Background: an optimization exercise with open tools, aiming at small area and a short achievable clock period. Do not read the settings as production practice. No functional check of the RTL was part of any run shown here.

## flow/design.v (module list and top-level ports; edited modules follow where they fit)
// module DCT: 8194 lines
// module DCT_fa: 4 lines
// module DCT_ha: 4 lines
module DCT #(parameter horizontal = 1) (
  input wire CLK, input wire RST, input wire i_stb,
  input wire [7:0] i_D0, i_D1, i_D2, i_D3, i_D4, i_D5, i_D6, i_D7,
  output wire o_stb,
  output wire signed [15:0] o_D0, o_D1, o_D2, o_D3, o_D4, o_D5, o_D6, o_D7
);
  // ...
==> flow/run.sh <==
#!/bin/bash
# synth_recipe.tcl (not shown) runs the flow's synth.tcl, then flattens the netlist and writes it again
# the make line also repeats each setting of config.mk as NAME=value (left out here)
make -C /OpenROAD-flow-scripts/flow DESIGN_CONFIG=/design/flow/config.mk WORK_HOME=/design/flow/orfs CLKGATE_MAP_FILE= SYNTH_SCRIPT=/design/flow/synth_recipe.tcl finish
==> flow/config.mk <==
export PLATFORM = sky130hd
export DESIGN_NAME = DCT
export DESIGN_NICKNAME = DCT
export VERILOG_FILES = /design/flow/design.v
export SDC_FILE = /design/flow/constraint.sdc
export NUM_CORES = 4
export LEC_CHECK = 0
export ABC_CLOCK_PERIOD_IN_PS = 3000
export CAP_MARGIN = 20
export CORE_MARGIN = 2
export CORE_UTILIZATION = 40
export PLACE_DENSITY = 0.6
export SETUP_SLACK_MARGIN = 5
export SLEW_MARGIN = 20
export SYNTH_HIERARCHICAL = 1
export SYNTH_MINIMUM_KEEP_SIZE = 0
==> flow/constraint.sdc <==
create_clock -name core_clock -period 8.0 [get_ports {CLK}]
set_input_delay 1.6000 -clock core_clock [delete_from_list [all_inputs] [get_ports {CLK}]]
set_output_delay 1.6000 -clock core_clock [all_outputs]
set_load 0.01 [all_outputs]
==> results.json, run 1 <==
{
  "status": "finished clean",
  "synthCells": 2942,
  "clockNetworkAreaShare": 0.0614,
  "cp-end-kind": "flip-flop",
  "synth_top_family_by_area": "adder cells",
  "wl_per_cell_um": 19.0,
  "avgViaCountPerCell": 4.59,
  "dr_wl_met2_um": 39800,
  "slew_viol_final": 0,
  "crit_fanout": 2,
  "rsz0062_at_grt": "true",
  "globalRouteMet3Util": 0.0400,
  "dp_slack_ns": 3.79,
  "period_minus_slack_ns": 2.99,
  "grt_max_degree": 15,
  "layout_common_cells": "dfxtp_1, inv_1, fa_1",
  "cts-hold-fix-buffers": 0,
  "whs_endpoint": "r3_794$_DFF_P_",
  "clock-root-buffer": "clkbuf_16",
  "met3_length_um": 5160,
  "antenna_found_initial": 2,
  "cp.depth": 13,
  "drt_iter0_drc": 928,
  "grtUsageTotal": 0.192,
  "syn_area_per_cell_um2": 12.1,
  "synth-compound-area-share": 0.0509,
  "n_all_buffers": 232,
  "drive_above_1_share": 0.0963,
  "core_area_um2": 88400,
  "largest_cell_class": "multi-input gates",
  "fin_util": 0.468,
  "die-area_um2": 91600,
  "whs_path_depth": 0,
  "critPathRequiredTime_ns": 8.55,
  "multi_input_cells": 1720,
  "crit_slowest_cell": "fa_1"
}
==> run 2, diff against run 1 <==
--- a/flow/config.mk
+++ b/flow/config.mk
@@ -10,4 +10,5 @@
 export CORE_MARGIN = 2
 export CORE_UTILIZATION = 40
+export CTS_BUF_LIST = sky130_fd_sc_hd__clkbuf_4 sky130_fd_sc_hd__clkbuf_8
 export PLACE_DENSITY = 0.6
 export SETUP_SLACK_MARGIN = 5
==> run 2 against run 1 <==
Net effect: core utilization hardly changed; synthesized area stayed put; fmax is 1.2% lower; clock-buffer cell count is 68 higher; global-route usage hardly changed; critical endpoint is now r2_1387$_DFF_P_; largest cell class unchanged.
==> results.json, run 2 <==
{
  "status": "finished clean",
  "cts.sinks": 589,
  "vias": 20300,
  "critPathRequiredTime_ns": 8.66,
  "crit_slowest_cell": "fa_1",
  "hold_viol": 0,
  "relSlewSlack": 0.392,
  "grt_overflow_total": 0,
  "period_minus_slack_ns": 3.03,
  "numCtsBuffers": 104,
  "reg2reg_depth": 13,
  "whs_path_depth": 0,
  "start_util": 0.404,
  "fin_skew_ns": 0.0388,
  "synth_edf_count": 0,
  "crit_fanout": 3,
  "cts_max_path_buffers": 3,
  "yosys_most_used_dff": "dfxtp_1",
  "synth_commonest_cells": "dfxtp_1, inv_1, fa_1",
  "setup_viol_count_final": 0,
  "ioPinCount": 196,
  "hold_path.class": "reg2reg",
  "hold_slack_ns": 0.326,
  "syn_area_per_cell_um2": 12.1,
  "yosys-top-cells-area": "dfxtp_1, fa_1, ha_1",
  "worst_pin_slew_ns": 0.910,
  "clock-root-buffer": "clkbuf_8",
  "portBuffers": 188,
  "yosysMostFrequentCell": "dfxtp_1",
  "die_w_um": 303,
  "critPathArrivalTime_ns": 3.68,
  "rows": 109,
  "wl_per_cell_um": 18.8,
  "fin_crit_sh": 0.378,
  "startpoint_type": "flip-flop",
  "clk_pin_slew_worst_paths_ns": 0.06,
  "antenna_found_initial": 2,
  "layout_common_cells": "dfxtp_1, inv_1, fa_1",
  "synth_top_area_frac": 0.330,
  "rsz0062_at_grt": "true",
  "cp-end-kind": "flip-flop",
  "syn-cell-area_um2": 35700,
  "grtUsageTotal": 0.192,
  "yosys.area.top_type": "dfxtp_1",
  "drv_cap": 0,
  "grt_pass1_vias": 22400,
  "drt_wl_total_um": 83200,
  "gp_congestion": 0.878,
  "final_nets": 4250,
  "drt_iter0_drc": 864,
  "slew_viol_final": 0,
  "remaining_drc_errors": 0,
  "worstSetupPathType": "reg2reg",
  "hpwl_um": 65900,
  "largest_reg_flops": 4,
  "syn_to_final_growth_pct": 16.0,
  "core_area_um2": 88400,
  "async_reset_ff_frac": 0,
  "grt_first_pass_wirelength_um": 130000,
  "htreeDepth": 3,
  "grt_max_degree": 15,
  "cts_tree": "built",
  "avgViaCountPerCell": 4.57,
  "first_pass_iters": 5,
  "critPathMaxStageDelay_ns": 0.56,
  "synth.distinct_cells": 56,
  "ys_ff_latch": 589,
  "die-area_um2": 91600,
  "max_freq_mhz": 330,
  "drive_above_1_share": 0.120,
  "regMostFlops": "stb",
  "crit_chain": "fa_1, fa_1, ha_4, o21a_1, o21ai_2, a21boi_1, o21ai_1, a21boi_2, o21ai_2, buf_4, buf_6, a21oi_4, xor2_1",
  "clock_latency_ns": 0.74,
  "synthCells": 2942,
  "tns_ns": 0,
  "fillCellCount": 8080,
  "fp.dieH_um": 303,
  "synth_warnings": 7,
  "final_common_cell": "dfxtp_1",
  "ys_seq_area_frac": 0.330,
  "detail-route-antenna-nets": 0
}
-- run 2: cell counts after synthesis --
Identical to the previous run, type by type.
-- run 2: metal layers --
metal,up-vias,share of wire,global-route usage
li1,9601,-,-
met1,9985,0.43,0.247
met2,519,0.47,0.318
met3,150,0.064,0.0453
met4,0,0.029,0.0659
met5,-,0,0
-- run 2: layout make-up --
type / instances / area (um^2) / area share
clock inverters: 41 / 518 / 0.0125
repair buffers: 221 / 2030 / 0.0491
diodes: 1 / 2.50 / 0.0000604
flip-flops and latches: 589 / 11800 / 0.286
well taps: 1165 / 1460 / 0.0352
inverters: 542 / 2080 / 0.0504
clock buffers: 154 / 1980 / 0.0477
multi-input cells: 1720 / 21500 / 0.519
-- run 2: timing repair --
item | 4_1_cts | 5_1_grt
endpoints found under the setup margin | 201 | 64
hold buffers | 0 | 0
endpoints found under the hold margin | 0 | 0
pin swaps | 9 | 28
gates resized for setup | 263 | 77
buffers inserted | 6 | 8
-- run 2: worst paths after layout --
check                       start               to  slack (ns)
setup / recovery  r1_1131$_DFF_P_  r2_1387$_DFF_P_        4.97
hold / removal     r2_779$_DFF_P_   r3_780$_DFF_P_        0.33
setup reg to reg  r1_1131$_DFF_P_  r2_1387$_DFF_P_        4.97
hold reg to reg    r2_779$_DFF_P_   r3_780$_DFF_P_        0.33
-- run 2: cell families (layout without fill, tap and decap cells) --
family	Yosys count	count (layout)	synth area share
fa+ha+maj	1005	1005	0.465
buf+inv	670	958	0.0840
flops	589	589	0.330
compound gates	277	277	0.0509
simple gates	263	263	0.0356
xor+xnor	136	136	0.0334
other cells	2	40	0.000210
-- run 2: Yosys stat by module, one instance, submodules excluded --
module / cells / area, um^2
DCT: 2002 / 19900
DCT_ha: 1 / 12.5
DCT_fa: 1 / 20.0
-- run 2: worst max-delay path: cells and delay by family (launching register included) --
family | cells | cell delay (ns)
AO/OA/AOI/OAI | 7 | 0.91
XOR/XNOR | 1 | 0.14
adder cells (fa/ha/maj) | 3 | 1.31
buffers and inverters | 2 | 0.25
flip-flops | 1 | 0.34
-- run 2: metrics by stage --
step	util	worst slack, ns	area (um^2)	instances
3_3_place_gp	0.436	3.79	38600	4223
6_report	0.468	4.97	41400	4433
4_1_cts	0.465	4.92	41100	4424
3_5_place_dp	0.436	3.79	38600	4223
5_1_grt	0.468	4.85	41400	4433
2_1_floorplan	-	4.82	36000	2979
==> run 3, diff against run 2 <==
==> flow/flow/run.sh (new file) <==
#!/bin/bash
# Own layout flow: the standard layout (standard.sh, standard synthesis unchanged),
# with a tighter setup-repair target and plain buffers on the ports.
# Knobs are set in flow/knobs.txt (one make assignment per line).
set -euo pipefail
here=$(pwd)
python3 - "$here" <<'PY'
import sys, shlex
here = sys.argv[1]
s = open(here + '/standard.sh').read()
knobs = [l.strip() for l in open(here + '/flow/knobs.txt') if l.strip() and not l.startswith('#')]
extra = ' '.join(shlex.quote(k) for k in knobs)
s = s.replace('"${@:-finish}"', extra + ' "${@:-finish}"')
open(here + '/standard_own.sh', 'w').write(s)
PY
bash standard_own.sh > "$here/flow_make.log" 2>&1
==> flow/flow/knobs.txt (new file) <==
SETUP_SLACK_MARGIN=5.2
BUFFER_PORTS_ARGS=-buffer_cell sky130_fd_sc_hd__buf_2
==> flow/standard.sh (new file) <==
#!/bin/bash
# synth_recipe.tcl (not shown) runs the flow's synth.tcl, then flattens the netlist and writes it again
# the make line also repeats each setting of config.mk as NAME=value (left out here)
make -C /OpenROAD-flow-scripts/flow DESIGN_CONFIG=/design/flow/config.mk WORK_HOME=/design/flow/orfs CLKGATE_MAP_FILE= SYNTH_SCRIPT=/design/flow/synth_recipe.tcl "${@:-finish}"
--- a/flow/config.mk
+++ b/flow/config.mk
@@ -10,5 +10,4 @@
 export CORE_MARGIN = 2
 export CORE_UTILIZATION = 40
-export CTS_BUF_LIST = sky130_fd_sc_hd__clkbuf_4 sky130_fd_sc_hd__clkbuf_8
 export PLACE_DENSITY = 0.6
 export SETUP_SLACK_MARGIN = 5
removed: flow/run.sh
==> run 3 against run 2 <==
Net effect: final cell count down 0.99%; die area unchanged; global-route usage down 0.13 points; still clean on timing, DRC and antenna; clock skew down 0.018 ns.
==> results.json, run 3 <==
{
  "status": "finished clean",
  "drv_cap": 0,
  "grt_pass1_vias": 21800,
  "cp-end-kind": "flip-flop",
  "cts_tree": "built",
  "die-area_um2": 91600,
  "layout_common_cells": "fa_1, inv_1, dfxtp_1",
  "final_common_cell": "fa_1",
  "globalRouteMet3Util": 0.0408,
  "max_freq_mhz": 334,
  "worstSetupPathType": "reg2reg",
  "yosys.area.top_type": "dfxtp_1",
  "gp_congestion": 0.880,
  "grt_overflow_total": 0,
  "critPathRequiredTime_ns": 8.52,
  "vias": 20300,
  "period_minus_slack_ns": 2.99,
  "regArea_um2": 11900,
  "synth_commonest_cells": "dfxtp_1, inv_1, fa_1",
  "hold_viol": 0,
  "start_util": 0.404,
  "met1_usage": 0.247,
  "syn-cell-area_um2": 35700,
  "hpwl_um": 65300,
  "regMostFlops": "stb",
  "grtUsageTotal": 0.191,
  "rsz0062_at_grt": "true",
  "numCtsBuffers": 68,
  "relSlewSlack": 0.453,
  "fp.dieH_um": 303,
  "regToRegSetupSlack_ns": 5.01,
  "whs_path_depth": 0,
  "htreeDepth": 3,
  "synth_warnings": 7,
  "slew_viol_final": 0,
  "rr_startpoint": "r1_1054$_DFF_P_",
  "syn_area_per_cell_um2": 12.1,
  "core_area_um2": 88400,
  "antenna_found_initial": 9,
  "critPathArrivalTime_ns": 3.51,
  "ys_ff_latch": 589,
  "largest_reg_flops": 4,
  "grt.met2_usage": 0.316,
  "worst_pin_slew_ns": 0.820,
  "drive_above_1_share": 0.173,
  "async_reset_ff_frac": 0,
  "whs_endpoint": "r3_788$_DFF_P_",
  "hold_path.class": "reg2reg",
  "wl_per_cell_um": 19.0,
  "drt_iter0_drc": 989,
  "reg2reg_to": "r2_1387$_DFF_P_",
  "cts.sinks": 589,
  "clock-root-buffer": "clkbuf_16",
  "cts_max_path_buffers": 3,
  "tns_ns": 0,
  "yosys-top-cells-area": "dfxtp_1, fa_1, ha_1",
  "synth_edf_count": 0,
  "cts-hold-fix-buffers": 0,
  "grt_max_degree": 15,
  "setup_viol_count_final": 0,
  "fin_skew_ns": 0.0207,
  "startpoint_type": "flip-flop",
  "final_nets": 4239,
  "syn_to_final_growth_pct": 15.3,
  "first_pass_iters": 7,
  "clk_pin_slew_worst_paths_ns": 0.06,
  "portBuffers": 188,
  "drt_wl_total_um": 83500,
  "reg2reg_depth": 13,
  "crit_fanout": 2,
  "avgViaCountPerCell": 4.63,
  "fin_util": 0.466,
  "ys_seq_area_frac": 0.330,
  "multi_input_area_um2": 21700,
  "grt_first_pass_wirelength_um": 129000,
  "synth_top_area_frac": 0.330,
  "die_w_um": 303,
  "rows": 109,
  "yosys_most_used_dff": "dfxtp_1",
  "ioPinCount": 196,
  "fin_crit_sh": 0.374,
  "fillCellCount": 8026,
  "clock_latency_ns": 0.61,
  "yosysMostFrequentCell": "dfxtp_1",
  "remaining_drc_errors": 0,
  "detail-route-antenna-nets": 0,
  "top_usage_layer": "met2",
  "synth.distinct_cells": 56,
  "synthCells": 2942,
  "hold_slack_ns": 0.320,
  "worstHoldStart": "r2_787$_DFF_P_"
}
## run 3: changes by cell type in the layout (fill, tap and decap cells not counted), moves of 35 or more
cell             change
buf_2              +171
clkbuf_8           -120
dlygate4sd2_1       -75
clkbuf_16           +71
clkdlybuf4s50_1     -44
clkdlybuf4s15_1     -35
## run 3: worst max-delay path by stage
stage,depth (start not counted),to,from,slack (ns)
2_1_floorplan,10,r1_477$_DFF_P_,i_D0[1],4.82
3_3_place_gp,12,r1_983$_DFF_P_,i_D7[0],4.28
3_5_place_dp,12,r1_983$_DFF_P_,i_D7[0],4.26
4_1_cts,13,r2_1386$_DFF_P_,r1_1054$_DFF_P_,5.00
5_1_grt,13,r2_1387$_DFF_P_,r1_1054$_DFF_P_,4.83
6_report,13,r2_1387$_DFF_P_,r1_1054$_DFF_P_,5.01
## run 3: cell type report
type	count	area share
diodes	3	0.000182
clock buffers	89	0.0475
clock inverters	35	0.0117
inverters	542	0.0507
multi-input cells	1720	0.528
flip-flops and latches	589	0.289
well taps	1165	0.0354
repair buffers	246	0.0370
## run 3: kinds of logic (layout without fill, tap and decap cells)
family | after synthesis | after routing | synth area share
adders and majority gates | 1005 | 1005 | 0.465
buffers and inverters | 670 | 912 | 0.0840
DFF | 589 | 589 | 0.330
AOI/OAI and AO/OA | 277 | 277 | 0.0509
and+or+nand+nor | 263 | 263 | 0.0356
xor gates and xnor gates | 136 | 136 | 0.0334
other | 2 | 42 | 0.000210
## run 3: worst max-delay path, stage by stage (launching register included)
cell      delay [ns]
dfxtp_2         0.33
fa_1            0.55
fa_1            0.43
ha_1            0.31
o21a_1          0.14
o21ai_2         0.06
a21boi_1        0.18
o21ai_2         0.09
a21boi_2        0.17
o21ai_2         0.08
buf_4           0.14
buf_6           0.11
a21oi_4         0.15
xor2_1          0.18
## run 3: stage by stage
stage / worst slack, ns / cells / area (um^2)
6_report: 5.01 / 4389 / 41200
3_5_place_dp: 4.26 / 4219 / 37600
2_1_floorplan: 4.82 / 2979 / 36000
3_3_place_gp: 4.28 / 4219 / 37600
5_1_grt: 4.83 / 4389 / 41200
4_1_cts: 5.00 / 4369 / 40700
## run 3: layer usage
layer / routed length [um] / vias to the layer above
met5: 76 / -
met2: 39600 / 470
met4: 2680 / 12
met1: 35900 / 10100
met3: 5280 / 154
li1: - / 9546
## run 3: timing repair
item / in CTS / in global routing
gates resized for setup: 146 / 85
endpoints found under the setup margin: 165 / 71
buffers inserted: 26 / 17
cloned: 0 / 0
pin swaps: 78 / 74
## run 3: modules after synthesis (local to each module, per instance)
module	area, um^2	flops+latches	cells
DCT_ha	12.5	0	1
DCT_fa	20.0	0	1
DCT	19900	589	2002
==> run 4, diff against run 3 <==
==> flow/flow/knobs.txt (replaced) <==
SETUP_SLACK_MARGIN=5.0
BUFFER_PORTS_ARGS=-buffer_cell sky130_fd_sc_hd__buf_2
==> run 4 against run 3 <==
Net effect: largest cell class unchanged; cell area down 2.4%; synthesized cell count unchanged; sequential share of layout area up 0.52 points.
==> results.json, run 4 <==
{
  "status": "finished clean",
  "antenna_cells": 0,
  "drt_wl_total_um": 82600,
  "dp_slack_ns": 4.26,
  "synthCells": 2942,
  "core_area_um2": 88400,
  "drive_above_1_share": 0.136,
  "hold_viol": 0,
  "regMostFlops": "stb",
  "slew_viol_final": 0,
  "ioPinCount": 196,
  "yosys.area.top_type": "dfxtp_1",
  "yosysMostFrequentCell": "dfxtp_1",
  "startpoint_type": "flip-flop",
  "synth_top_area_frac": 0.330,
  "grtUsageTotal": 0.190,
  "critPathBufInv": 0,
  "max_freq_mhz": 337,
  "portBuffers": 188,
  "crit_slowest_cell": "dfxtp_1",
  "setup_ws_ns": 5.03,
  "layout_common_cells": "dfxtp_1, inv_1, fa_1",
  "synth_commonest_cells": "dfxtp_1, inv_1, fa_1",
  "grt_overflow_total": 0,
  "hold_path.class": "reg2reg",
  "clk_pin_slew_worst_paths_ns": 0.06,
  "setup_viol_count_final": 0,
  "rows": 109,
  "ys_seq_area_frac": 0.330,
  "remaining_drc_errors": 0,
  "path_delay_family": "adder cells",
  "die_w_um": 303,
  "drv_cap": 0,
  "detail-route-antenna-nets": 0,
  "period_minus_slack_ns": 2.97,
  "ys_ff_latch": 589,
  "rsz0062_at_grt": "true",
  "die-area_um2": 91600,
  "relSlewSlack": 0.389,
  "fin_skew_ns": 0.0217,
  "yosys-top-cells-area": "dfxtp_1, fa_1, ha_1",
  "clock_latency_ns": 0.63,
  "tns_ns": 0,
  "async_reset_ff_frac": 0,
  "synth_edf_count": 0,
  "worstSetupPathType": "reg2reg",
  "fin_crit_sh": 0.371,
  "syn_area_per_cell_um2": 12.1,
  "wl_per_cell_um": 19.0,
  "fp.dieH_um": 303,
  "critPathRequiredTime_ns": 8.50,
  "clock-root-buffer": "clkbuf_16",
  "cts_tree": "built",
  "first_pass_iters": 6,
  "grt_max_degree": 14,
  "grt_first_pass_wirelength_um": 129000,
  "crit_fanout": 7,
  "critPathArrivalTime_ns": 3.47,
  "drt_iter0_drc": 1061,
  "numCtsBuffers": 69,
  "cts-hold-fix-buffers": 0,
  "gp_congestion": 0.873,
  "vias": 20200,
  "yosys_most_used_dff": "dfxtp_1",
  "worst_pin_slew_ns": 0.916,
  "largest_reg_flops": 4,
  "final_common_cell": "dfxtp_1",
  "antenna_found_initial": 9,
  "hpwl_um": 65400,
  "cts_max_path_buffers": 3,
  "final_nets": 4207,
  "syn_to_final_growth_pct": 12.6,
  "syn-cell-area_um2": 35700,
  "cp_common_cell": "fa_1",
  "start_util": 0.404,
  "synth_warnings": 7,
  "avgViaCountPerCell": 4.63,
  "htreeDepth": 3,
  "grt_pass1_vias": 22200,
  "cp-end-kind": "flip-flop",
  "critPathMaxStageDelay_ns": 0.90,
  "crit_chain": "fa_1, fa_1, fa_1, fa_1",
  "synth.distinct_cells": 56,
  "hold_slack_ns": 0.316,
  "cts.sinks": 589
}
[run 4: changes by cell type in the layout (fill, tap and decap cells not counted), moves of 13 or more]
cell     before  now
ha_1        435  448
dfxtp_1     524  556
dfxtp_2      51   33
buf_4        57   25
dfxtp_4      14    0
buf_2       172  188
[run 4: what timing repair did]
action / in CTS / in global routing
setup endpoints to repair: 78 / 48
pin swaps: 3 / 16
resized for setup: 27 / 41
setup buffers: 1 / 7
[run 4: worst reg2reg max path: cells and delay by family, from the launching register on]
family / cells / cell delay (ns)
DFF: 1 / 0.90
adders and majority gates: 4 / 1.95
[run 4: cells by family (layout without fill, tap and decap cells)]
family                     Yosys count  count (layout)  share of synthesized area
buffers and inverters              670             879                     0.0840
adders and majority gates         1005            1005                      0.465
and+or+nand+nor                    263             263                     0.0356
AOI/OAI and AO/OA                  277             277                     0.0509
DFF                                589             589                      0.330
other                                2              39                   0.000210
xor gates and xnor gates           136             136                     0.0334
[run 4: path summary, 6_finish.rpt]
kind              startpoint               to  slack, ns  cells after the start
max reg2reg  r2_1380$_DFF_P_  r3_1740$_DFF_P_       5.03                      4
max          r2_1380$_DFF_P_  r3_1740$_DFF_P_       5.03                      4
min reg2reg   r2_787$_DFF_P_   r3_788$_DFF_P_       0.32                      0
min           r2_787$_DFF_P_   r3_788$_DFF_P_       0.32                      0
[run 4: Yosys stat by module, one instance, submodules excluded]
| module | cells | flops+latches |
|---|---|---|
| DCT | 2002 | 589 |
| DCT_ha | 1 | 0 |
| DCT_fa | 1 | 0 |
[run 4: metrics by stage]
| step | std cells | utilization | instance area (um^2) |
|---|---|---|---|
| after floorplan | 2979 | - | 36000 |
| after global placement | 4221 | 0.425 | 37600 |
| after detailed placement | 4221 | 0.425 | 37600 |
| after CTS | 4346 | 0.452 | 40000 |
| after global routing | 4353 | 0.455 | 40200 |
| final | 4353 | 0.455 | 40200 |
[run 4: layout make-up]
type	count	area (um^2)
fill	8175	48200
multi-input combinational	1720	21400
sequential	589	11800
inverter	542	2090
clock buffer	92	1900
tap	1165	1460
timing repair buffer	213	1130
clock inverter	32	410
[run 4: routing by layer]
metal | GRT usage | routed length, um | up-vias
li1 | - | - | 9505
met1 | 0.250 | 36200 | 10000
met2 | 0.319 | 39300 | 476
met3 | 0.0350 | 4720 | 156
met4 | 0.0605 | 2310 | 16
met5 | 0 | 82 | -
==> run 5, diff against run 4 <==
==> flow/flow/knobs.txt (replaced) <==
SETUP_SLACK_MARGIN=5.2
BUFFER_PORTS_ARGS=-buffer_cell sky130_fd_sc_hd__buf_2
--- a/flow/config.mk
+++ b/flow/config.mk
@@ -6,5 +6,5 @@
 export NUM_CORES = 4
 export LEC_CHECK = 0
-export ABC_CLOCK_PERIOD_IN_PS = 3000
+export ABC_CLOCK_PERIOD_IN_PS = 1500
 export CAP_MARGIN = 20
 export CORE_MARGIN = 2
==> run 5 against run 4 <==
Net effect: clock-buffer cell count shrank 3; via count grew 0.68%; synthesized area is the same; die area is the same; core utilization grew 1.1 points; flip-flop and latch count is the same; cell area grew 2.4%.
==> results.json, run 5 <==
{
  "whs_path_depth": 0,
  "tns_ns": 0,
  "wl_per_cell_um": 19.0,
  "fin_skew_ns": 0.0207,
  "cts.sinks": 589,
  "yosysMostFrequentCell": "dfxtp_1",
  "clock_latency_ns": 0.61,
  "critPathArrivalTime_ns": 3.51,
  "syn_to_final_growth_pct": 15.3,
  "clk_pin_slew_worst_paths_ns": 0.06,
  "grt_max_degree": 15,
  "synth_warnings": 7,
  "die_w_um": 303,
  "rsz0062_at_grt": "true",
  "worstSetupPathType": "reg2reg",
  "dp_cells": 4219,
  "setup_viol_count_final": 0,
  "fin_cells": 4389,
  "grt_pass1_vias": 21800,
  "ioPinCount": 196,
  "crit_fanout": 2,
  "ys_ff_latch": 589,
  "remaining_drc_errors": 0,
  "grt_overflow_total": 0,
  "ys_seq_area_frac": 0.330,
  "final_common_cell": "fa_1",
  "reg2reg_depth": 13,
  "synth.distinct_cells": 56,
  "first_pass_iters": 7,
  "hold_path.class": "reg2reg",
  "drive_above_1_share": 0.173,
  "gp_congestion": 0.880,
  "numCtsBuffers": 68,
  "synthCells": 2942,
  "yosys-top-cells-area": "dfxtp_1, fa_1, ha_1",
  "async_reset_ff_frac": 0,
  "drt_wl_total_um": 83500,
  "regMostFlops": "stb",
  "critPathRequiredTime_ns": 8.52,
  "drv_cap": 0,
  "startpoint_type": "flip-flop",
  "period_minus_slack_ns": 2.99,
  "start_util": 0.404,
  "vias": 20300,
  "synth_top_area_frac": 0.330,
  "largest_reg_flops": 4,
  "rows": 109,
  "hpwl_um": 65300,
  "clock-root-buffer": "clkbuf_16",
  "detail-route-antenna-nets": 0,
  "worstHoldStart": "r2_787$_DFF_P_",
  "grtUsageTotal": 0.191,
  "yosys_most_used_dff": "dfxtp_1",
  "synth_commonest_cells": "dfxtp_1, inv_1, fa_1",
  "drt_iter0_drc": 989,
  "synth_edf_count": 0,
  "htreeDepth": 3,
  "fp.dieH_um": 303,
  "avgViaCountPerCell": 4.63,
  "cp-end-kind": "flip-flop",
  "cts-hold-fix-buffers": 0,
  "slew_viol_final": 0,
  "cts_max_path_buffers": 3,
  "fin_util": 0.466,
  "status": "finished clean",
  "fin_crit_sh": 0.374,
  "layout_common_cells": "fa_1, inv_1, dfxtp_1",
  "syn_area_per_cell_um2": 12.1,
  "syn-cell-area_um2": 35700,
  "hold_slack_ns": 0.320,
  "max_freq_mhz": 334,
  "portBuffers": 188,
  "worst_pin_slew_ns": 0.820,
  "hold_viol": 0,
  "regToRegSetupSlack_ns": 5.01,
  "cts_tree": "built",
  "rr_startpoint": "r1_1054$_DFF_P_",
  "whs_endpoint": "r3_788$_DFF_P_",
  "final_nets": 4239,
  "grt_first_pass_wirelength_um": 129000,
  "core_area_um2": 88400,
  "die-area_um2": 91600,
  "yosys.area.top_type": "dfxtp_1",
  "antenna_found_initial": 9,
  "reg2reg_to": "r2_1387$_DFF_P_",
  "relSlewSlack": 0.453
}
## run 5: metal layers
layer	global-route usage	wire, um	vias to the layer above
li1	-	-	9546
met3	0.0408	5280	154
met4	0.0673	2680	12
met5	0	76	-
met1	0.247	35900	10100
met2	0.316	39600	470
## run 5: cell type report
class                      instances  area [um^2]
tap                             1165         1460
multi-input combinational       1720        21700
sequential                       589        11900
inverter                         542         2090
timing repair buffer             246         1520
clock buffer                      89         1950
clock inverter                    35          480
antenna                            3         7.51
fill                            8026        47200
## run 5: Yosys stat by module (local to each module, per instance)
| module | times used | flops+latches | cells |
|---|---|---|---|
| DCT_ha | 403 | 0 | 1 |
| DCT_fa | 537 | 0 | 1 |
| DCT | 1 | 589 | 2002 |
## run 5: logic make-up after synthesis
family | after synthesis | synth area share
compound gates | 277 | 0.0509
simple gates | 263 | 0.0356
other cells | 2 | 0.000210
fa+ha+maj | 1005 | 0.465
buf+inv | 670 | 0.0840
flops | 589 | 0.330
xor+xnor | 136 | 0.0334
## run 5: worst max-delay path, cell delays in order, from the launching register on
cell and delay, ns:
dfxtp_2 0.33, fa_1 0.55, fa_1 0.43, ha_1 0.31, o21a_1 0.14, o21ai_2 0.06
a21boi_1 0.18, o21ai_2 0.09, a21boi_2 0.17, o21ai_2 0.08, buf_4 0.14, buf_6 0.11
a21oi_4 0.15, xor2_1 0.18
## run 5: stage by stage
stage	instance area, um^2	worst slack (ns)
after CTS	40700	5.00
after detailed placement	37600	4.26
final	41200	5.01
after global routing	41200	4.83
after floorplan	36000	4.82
after global placement	37600	4.28
## run 5: worst max path at each step
stage	start	endpoint	cells past startpoint
final	r1_1054$_DFF_P_	r2_1387$_DFF_P_	13
after global routing	r1_1054$_DFF_P_	r2_1387$_DFF_P_	13
after CTS	r1_1054$_DFF_P_	r2_1386$_DFF_P_	13
after detailed placement	i_D7[0]	r1_983$_DFF_P_	12
after global placement	i_D7[0]	r1_983$_DFF_P_	12
after floorplan	i_D0[1]	r1_477$_DFF_P_	10
## run 5: repair_timing
action | 4_1_cts | 5_1_grt
hold endpoints to repair | 0 | 0
setup buffers | 26 | 17
setup endpoints to repair | 165 | 71
gates resized for setup | 146 | 85
pin swaps | 78 | 74

what the ideal ports hide:
The results above use ideal ports. As a check the final layouts listed here were re-extracted and re-timed, cells and wires unchanged.
Step 1 assumes that a clkbuf_16 drives the clock port and a buf_2 every other input.
Step 2 adds t to the input delays and takes it off the output delays; t is the mean of the earliest and latest rising clock arrival at the registers after step 1. Input paths then give back, and output paths get back, about the clock's delay inside the block.
a / b / c = no drivers / after step 1 / after step 2; a / b = the first two.
| run | shift t [ns] | slack for setup (ns) | clock arrival spread, ns |
|---|---|---|---|
| run 1 | 0.685 | 5.008 / 5.008 / 4.403 | 0.022 / 0.021 |
| run 2 | 0.778 | 4.973 / 4.973 / 4.296 | 0.043 / 0.043 |
| run 3 | 0.670 | 5.008 / 5.008 / 4.436 | 0.020 / 0.020 |
| run 4 | 0.683 | 5.028 / 5.028 / 4.394 | 0.022 / 0.022 |
| run 5 | 0.670 | 5.008 / 5.008 / 4.436 | 0.020 / 0.020 |
After both steps setup and hold are still met in every run listed. For run 2, which loses most, drivers alone change the setup slack by 0.000 ns; drivers and shift together by -0.677 ns.
